This design comes from an exercise in tuning for small area and few clock cycles on the open sky130 flow, not from production work. The RTL was checked by simulation tests, not by an equivalence proof against the original design. Power and IR drop assume default switching activity.

==> inputs of run a <==
Design qdec_ctx_init, start of the top module:
module qdec_ctx_init (
    input clk,
    input rst_n,
    input  logic       ctx_init_start,
    input  logic [5:0] qp,
    output logic [9:0] ctx_init_addr,
    output logic [6:0] ctx_init_wdata,
    output logic       ctx_init_we,
    output logic       ctx_init_done_intr
);
export LEC_CHECK = 0
export ABC_AREA = 1
export CAP_MARGIN = 20
export CORE_MARGIN = 2
export CORE_UTILIZATION = 30
export CTS_BUF_LIST = sky130_fd_sc_hd__clkbuf_2 sky130_fd_sc_hd__clkbuf_4
export GPL_TIMING_DRIVEN = 0
export SLEW_MARGIN = 20
export SYNTH_MEMORY_MAX_BITS = 65536
create_clock -name core_clock -period 10.0 [get_ports {clk}]
standard.sh (not shown) runs the stock make flow with config.mk's settings and CLKGATE_MAP_FILE= SYNTH_SCRIPT=/design/flow/synth_recipe.tcl, a recipe that flattens the netlist after the stock synthesis.
==> flow/flow/run.sh <==
#!/bin/bash
# Own flow: the standard ORFS flow (standard.sh), with two changes:
#  - synthesis maps the logic with an area-oriented ABC script (flow/abc_area.script) and leaves
#    adders to ABC instead of mapping them to full/half-adder cells; the registers, their
#    names and cells are as in the standard synthesis;
#  - the port buffers are sky130_fd_sc_hd__buf_1 (every input and output port still gets one).
# Each step's full output goes to its own log here (own_synth.log, own_finish.log) and to
# ORFS's logs under orfs/logs.
set -euo pipefail
W=$(pwd)
cp -r "$FLOW_HOME/scripts" "$W/scripts_own"
cp "$W/flow/abc_area.script" "$W/scripts_own/abc_area.script"
bash "$W/standard.sh" SCRIPTS_DIR="$W/scripts_own" ADDER_MAP_FILE= synth > "$W/own_synth.log" 2>&1
bash "$W/standard.sh" "BUFFER_PORTS_ARGS=-buffer_cell sky130_fd_sc_hd__buf_1" finish > "$W/own_finish.log" 2>&1
==> flow/flow/abc_area.script <==
strash
&get -n
&deepsyn -T 30
&put
dch
amap
topo
strash
dch
amap
topo
==> inputs of run b, as changes to run a <==
--- a/flow/design.v
+++ b/flow/design.v
@@ -577,56 +577,36 @@
     10'd564: ctx_init_value_rom = 8'd154;
     10'd565: ctx_init_value_rom = 8'd154;
     10'd566: ctx_init_value_rom = 8'd154;
     default: ctx_init_value_rom = 8'd0;
     endcase
 endfunction
-logic [9:0] cnt, cnt_dec;
+logic [9:0] cnt, cnt_next;
 logic       run;
 logic       last;
-assign last    = (cnt == 10'd0);
-assign cnt_dec = cnt - 10'd1;
-always_ff @(posedge clk)
-    if (ctx_init_start) cnt <= 10'd566;
-    else cnt <= cnt_dec;
+assign last     = (cnt == 10'd566);
+assign cnt_next = ctx_init_start ? 10'd0 : cnt + 10'd1;
+always_ff @(posedge clk) cnt <= cnt_next;
 always_ff @(posedge clk)
     if (!rst_n) run <= 1'b0;
     else run <= ctx_init_start | (run & ~last);
 logic [7:0] init_value_next;
 logic [3:0] slope_u, offset_r;
-assign init_value_next = ctx_init_value_rom(cnt_dec);
-assign slope_u  = init_value_next[7:4] + 4'd7;
-assign offset_r = init_value_next[3:0];
-logic [12:0] qp3;
-logic [12:0] ua, ub;
-logic [12:0] uq;
+assign init_value_next = ctx_init_value_rom(cnt_next);
+always_ff @(posedge clk) begin
+    slope_u  <= init_value_next[7:4] + 4'd7;
+    offset_r <= init_value_next[3:0];
+end
+logic [7:0]  qp5;
 logic [12:0] y;
 logic [8:0]  yq;
 logic [6:0]  pre_c;
-assign qp3 = {7'd0, qp} + {6'd0, qp, 1'b0};
-always_comb
-    case (slope_u[1:0])
-    2'd0: ua = 13'd0;
-    2'd1: ua = {7'd0, qp};
-    2'd2: ua = {6'd0, qp, 1'b0};
-    default: ua = qp3;
-    endcase
-always_comb
-    case (slope_u[3:2])
-    2'd0: ub = 13'd0;
-    2'd1: ub = {5'd0, qp, 2'b00};
-    2'd2: ub = 13'd0 - {4'd0, qp, 3'b000};
-    default: ub = 13'd0 - {5'd0, qp, 2'b00};
-    endcase
-assign uq    = ua + ub;
-assign y     = uq + {uq[10:0], 2'b00} + {2'd0, offset_r, 7'd0} + 13'd4096;
+assign qp5   = {2'd0, qp} + {qp, 2'b00};
+assign y     = {10'd0, slope_u[2:0]} * {5'd0, qp5} - (slope_u[3] ? {2'b0, qp5, 3'b000} : 13'd0)
+             + {2'd0, offset_r, 7'd0} + 13'd4096;
 assign yq    = y[12:4];
 assign pre_c = (yq < 9'd273) ? 7'd1 : (yq > 9'd398) ? 7'd126 : (yq[6:0] - 7'd16);
-logic [6:0] wdata_r;
-always_ff @(posedge clk)
-    if (ctx_init_start) wdata_r <= 7'd1;
-    else wdata_r <= {pre_c[5:0] ^ {6{~pre_c[6]}}, pre_c[6]};
 assign ctx_init_addr      = cnt;
-assign ctx_init_wdata     = wdata_r;
+assign ctx_init_wdata     = {pre_c[5:0] ^ {6{~pre_c[6]}}, pre_c[6]};
 assign ctx_init_we        = run;
 assign ctx_init_done_intr = run & last;
 endmodule
==> flow/run.sh (new file) <==
#!/bin/bash
# synth_recipe.tcl (not shown) runs the flow's synth.tcl, then flattens the netlist and writes it again
# the make line also repeats each setting of config.mk as NAME=value (left out here)
make -C /OpenROAD-flow-scripts/flow DESIGN_CONFIG=/design/flow/config.mk WORK_HOME=/design/flow/orfs CLKGATE_MAP_FILE= SYNTH_SCRIPT=/design/flow/synth_recipe.tcl finish
- CORE_UTILIZATION: 30 -> 50
- CTS_BUF_LIST: sky130_fd_sc_hd__clkbuf_2 sky130_fd_sc_hd__clkbuf_4 -> not set
- GPL_TIMING_DRIVEN: 0 -> not set
removed: flow/flow/run.sh
removed: flow/flow/abc_area.script
removed: flow/standard.sh
==> inputs of run c, as changes to run a <==
--- a/flow/design.v
+++ b/flow/design.v
@@ -593,34 +593,17 @@
     else run <= ctx_init_start | (run & ~last);
 logic [7:0] init_value_next;
 logic [3:0] slope_u, offset_r;
 assign init_value_next = ctx_init_value_rom(cnt_dec);
 assign slope_u  = init_value_next[7:4] + 4'd7;
 assign offset_r = init_value_next[3:0];
-logic [12:0] qp3;
-logic [12:0] ua, ub;
 logic [12:0] uq;
 logic [12:0] y;
 logic [8:0]  yq;
 logic [6:0]  pre_c;
-assign qp3 = {7'd0, qp} + {6'd0, qp, 1'b0};
-always_comb
-    case (slope_u[1:0])
-    2'd0: ua = 13'd0;
-    2'd1: ua = {7'd0, qp};
-    2'd2: ua = {6'd0, qp, 1'b0};
-    default: ua = qp3;
-    endcase
-always_comb
-    case (slope_u[3:2])
-    2'd0: ub = 13'd0;
-    2'd1: ub = {5'd0, qp, 2'b00};
-    2'd2: ub = 13'd0 - {4'd0, qp, 3'b000};
-    default: ub = 13'd0 - {5'd0, qp, 2'b00};
-    endcase
-assign uq    = ua + ub;
+assign uq    = {10'd0, slope_u[2:0]} * {7'd0, qp} - (slope_u[3] ? {4'b0, qp, 3'b000} : 13'd0);
 assign y     = uq + {uq[10:0], 2'b00} + {2'd0, offset_r, 7'd0} + 13'd4096;
 assign yq    = y[12:4];
 assign pre_c = (yq < 9'd273) ? 7'd1 : (yq > 9'd398) ? 7'd126 : (yq[6:0] - 7'd16);
 logic [6:0] wdata_r;
 always_ff @(posedge clk)
     if (ctx_init_start) wdata_r <= 7'd1;
- CORE_UTILIZATION: 30 -> 35
==> comparison <==
Run b finished clean. Run a passed the timing, design-rule and antenna checks. Run c passed the timing, design-rule and antenna checks. Of run b and run a, run b has the higher total power (gap 60%, measured against run a). Against run c, the combinational power of run a is lower by about 45%. Against run b, the non-clock buffer count of run c is higher by 1. Wire length, lowest first: run c, run b, run a. The lowest area after synthesis belongs to run a, the highest to run b. Against run a, the register-to-register slack of run b is higher by 3.9 ns. Between run a and run c, the lower design area is in run c (gap 1.9%, measured against run c). Setup slack, highest first: run a, run c, run b. In run c the clock power is lower than in run b, by 57%. Between run a and run b, the lower first-iteration DRC count is in run a (gap 29%, measured against run b). The highest global-route usage belongs to run b, the lowest to run a.
Testbench counts of run a, summed over its fixed seeds: cycles 36,296.
Testbench counts of run b, summed over its fixed seeds: cycles 36,296.
Testbench counts of run c, summed over its fixed seeds: cycles 36,296.

[afterwards: timing with drivers on the ports]
How much do the figures lean on ideal ports? The routed layouts below were timed once more, with nothing changed but the port constraints.
Step 1 assumes that a clkbuf_16 drives the clock port and a buf_2 every other input.
Step 2, shift: input delay + t, output delay - t, t = (earliest + latest rising clock arrival at the registers) / 2. This alone moves slack from input paths to output paths.
Three values: ideal, step 1, step 2; two values: the first two.
run	t, ns	slack for setup (ns)	worst hold slack (ns)	worst setup path at the end	worst register clock-pin slew, ns
run a	0.297	1.036 / 1.036 / 1.036	0.608 / 0.608 / 0.608	register to register	0.09 / 0.09
run b	0.302	0.386 / 0.364 / 0.364	0.486 / 0.486 / 0.486	input to output	0.06 / 0.06
run c	0.315	0.785 / 0.785 / 0.785	0.602 / 0.602 / 0.602	register to register	0.11 / 0.11
After both steps setup and hold are still met in every run listed. The setup slack of run b, which loses most, moves by -0.022 ns with the drivers and by -0.022 ns with both steps.
